Source: an optimization exercise on an open RTL-to-GDS flow (aim: a short achievable clock period and few clock cycles). Production flows keep margins and buffers that such runs may drop. Only simulation tests tie the RTL to the original design; equivalence was not proved. Power figures rest on the tool's default switching activity, not on a simulated workload.

Setup of 10-14:
==> flow/design.v (excerpt) <==
module TinyMIPS(
    input  wire        clk,
    input  wire        rst,
    input  wire [15:0] data_fromRAM,
    output wire        wrEn,
    output wire [7:0]  addr_toRAM,
    output wire [15:0] data_toRAM
);
Size in the first run: ~820 flip-flops, ~43 I/O pins, ~0.040 mm2 of cells after synthesis.
export LEC_CHECK = 0
export CAP_MARGIN = 20
export CORE_MARGIN = 2
export CORE_UTILIZATION = 50
export PLACE_DENSITY = 0.65
export SETUP_SLACK_MARGIN = 5
export SLEW_MARGIN = 20
export SYNTH_HIERARCHICAL = 1
create_clock -name core_clock -period 8.0 [get_ports {clk}]
standard.sh (not shown) runs the stock make flow with config.mk's settings and CLKGATE_MAP_FILE= SYNTH_SCRIPT=/design/flow/synth_recipe.tcl, a recipe that flattens the netlist after the stock synthesis.
==> flow/flow/run.sh <==
#!/bin/bash
# Standard layout, with the timing repair aiming at a larger setup margin.
bash standard.sh SETUP_SLACK_MARGIN=5.25 > standard_flow.log 2>&1
Testbench counts of 10-14, summed over its fixed seeds: cycles 124,008.
Modified inputs, 09-02 compared to 10-14
==> flow/flow/run.sh <==
#!/bin/bash
# Standard layout, with the timing repair aiming at a larger setup margin.
bash standard.sh SETUP_SLACK_MARGIN=5.35 > standard_flow.log 2>&1
--- outcome ---
Compared with 10-14, 09-02 shows non-clock buffer count higher by 72. 10-14 → 09-02: area after detailed placement held steady, overall track demand over capacity in global routing grew by 1.1 points. Min layout overhead on the synthesized area across 09-02 and 10-14: 10-14. Of 09-02 and 10-14, 10-14 shows the lower max-slew headroom at the worst pin, with 09-02 above it. [diff] power, 09-02 relative to 10-14: regression. On final period utilization, 10-14 tracks 09-02 almost exactly. Re sequential cell count: no difference whatsoever between 09-02 and 10-14. 10-14 → 09-02: clock skew down 0.019 ns; total wire length now sits higher.

---

TinyMIPS, a different RTL version from the one above (not shown whole).
Size in the first run: roughly 6,000 cells after synthesis, ~1,100 flip-flops, roughly 43 I/O pins, roughly 63,000 µm² of cells after synthesis.
==> flow/design.v (excerpt) <==
module TinyMIPS(
    input  wire        clk,
    input  wire        rst,
    input  wire [15:0] data_fromRAM,
    output wire        wrEn,
    output wire [7:0]  addr_toRAM,
    output wire [15:0] data_toRAM
);
    reg  [7:0]  pA;         
    reg  [7:0]  pAi;        
    reg         pWEi;
    reg         pWE;
    reg  [15:0] pDO;
    reg         pF;         
    reg         pH;         
    reg  [15:0] pSD;
    reg  [7:0]  pPC;        
    reg  [7:0]  pNX;        
    reg         pBP;        
    assign addr_toRAM = pA;
    assign wrEn       = pWE;
    assign data_toRAM = pDO;
    reg         rV, rBP;    
    reg         rF;         
    reg  [7:0]  rPC, rPC1, rNX;
    reg         LAbb;
    reg         dropP;      
    reg  [7:0]  LApc, LApc1;
    reg  [5:0]  LAimm;
    reg  [7:0]  fpc;        
    reg         hF;         
    reg         halted;
    reg         bv;         
    reg  [7:0]  bpc, btg;
    reg  [7:0]  cv;
    reg  [4:0]  ctag [0:7];
    reg  [15:0] cdat [0:7];
    localparam QW = 52;
    reg  [QW-1:0] Q [0:3];
    reg  [3:0]  qh, qt, qn;
    wire        q_ne  = qn[0];
    wire        q_ge2 = qn[1];
    wire        q_ge3 = qn[2];
    wire        q_full = qn[3];
    reg  [15:0] RF [0:7];
    reg         ev;
    reg         e_wr;       
    reg         e_long;     
    reg  [7:0]  e_av, e_lv;          
    reg         e_srl, e_ld, e_st, e_br, e_beq, e_halt;
    reg  [15:0] eX, eY;
    reg         fxa, fya;   
    reg         fxc, fyc;   
    reg         fxm, fym;   
    reg         fxu, fyu;   
    reg  [5:0]  e_imm;
    reg  [7:0]  e_pc, e_pc1, e_pc2;
    reg         e_ptk, e_rb;     
    reg  [7:0]  e_pn;            
    reg         e_bk;            
    reg  [7:0]  e_alt;           
    reg  [7:0]  e_aoh, e_a1oh;   
    reg         bV, b_tk, b_ptk, b_sane, b_bk;
    reg  [7:0]  b_alt;           
    reg  [7:0]  b_pc, b_tgt, b_pc1, b_tgt1, b_pc2;
    reg         b_h0, b_h1;      
    reg  [15:0] b_w0, b_w1;
    reg  [15:0] Rres;       
  ...
==> flow/config.mk <==
export PLATFORM = sky130hd
export DESIGN_NAME = TinyMIPS
export DESIGN_NICKNAME = TinyMIPS
export VERILOG_FILES = /design/flow/design.v
export SDC_FILE = /design/flow/constraint.sdc
export NUM_CORES = 8
export LEC_CHECK = 0
export CAP_MARGIN = 20
export CORE_MARGIN = 2
export CORE_UTILIZATION = 50
export PLACE_DENSITY = 0.65
export SETUP_SLACK_MARGIN = 5
export SLEW_MARGIN = 20
export SYNTH_HIERARCHICAL = 1
==> flow/constraint.sdc <==
create_clock -name core_clock -period 8.0 [get_ports {clk}]
set_input_delay 1.6000 -clock core_clock [delete_from_list [all_inputs] [get_ports {clk}]]
set_output_delay 1.6000 -clock core_clock [all_outputs]
set_load 0.01 [all_outputs]
==> flow/flow/run.sh <==
#!/bin/bash
# Standard layout, with the timing repair aiming at a larger setup margin.
bash standard.sh SETUP_SLACK_MARGIN=5.25 > standard_flow.log 2>&1
Testbench counts at the start, summed over its fixed seeds: cycles 116,542.
Change:
==> flow/flow/run.sh (replaced) <==
#!/bin/bash
# Standard layout, with the timing repair aiming at a larger setup margin.
bash standard.sh SETUP_SLACK_MARGIN=5.2 > standard_flow.log 2>&1
--- a/flow/config.mk
+++ b/flow/config.mk
@@ -8,6 +8,6 @@
 export CAP_MARGIN = 20
 export CORE_MARGIN = 2
-export CORE_UTILIZATION = 50
-export PLACE_DENSITY = 0.65
+export CORE_UTILIZATION = 58
+export PLACE_DENSITY = 0.72
 export SETUP_SLACK_MARGIN = 5
 export SLEW_MARGIN = 20
Outcome:
- The changed run passed the timing, DRC and antenna checks
- cell count goes down by 4.4%
- maximum frequency goes up by 0.52%
- via count stays flat

[port drivers added, routing unchanged]
In the flow no input, the clock included, has a driving cell. The finished layouts below were timed again as built, in two steps.
Step 1 (the two cells are an assumption about what drives the block):
set clk [get_ports {clk}]
set_driving_cell -lib_cell sky130_fd_sc_hd__clkbuf_16 $clk
set_driving_cell -lib_cell sky130_fd_sc_hd__buf_2 [delete_from_list [all_inputs] $clk]
Step 2 moves the port delays by t, midway between the first and last clock arrival at a register: inputs arrive t later, outputs are due t later. That takes back most of the time a late clock gives input paths.
Slacks: ideal / step 1 / step 2; pairs: ideal / step 1.
| run | shift t [ns] | setup slack, ns | latest minus earliest clock arrival (ns) |
|---|---|---|---|
| 10-14 | 0.704 | 5.256 / 5.192 / 4.527 | 0.057 / 0.057 |
| 09-02 | 0.713 | 5.263 / 5.192 / 4.652 | 0.035 / 0.036 |
| the first run of note 2 | 0.834 | 5.115 / 5.036 / 4.421 | 0.052 / 0.052 |
| the second run of note 2 | 0.818 | 5.130 / 5.050 / 4.424 | 0.043 / 0.044 |
After both steps every run listed still meets setup and hold. For 10-14, which loses most, drivers alone change the setup slack by -0.064 ns; drivers and shift together by -0.729 ns.
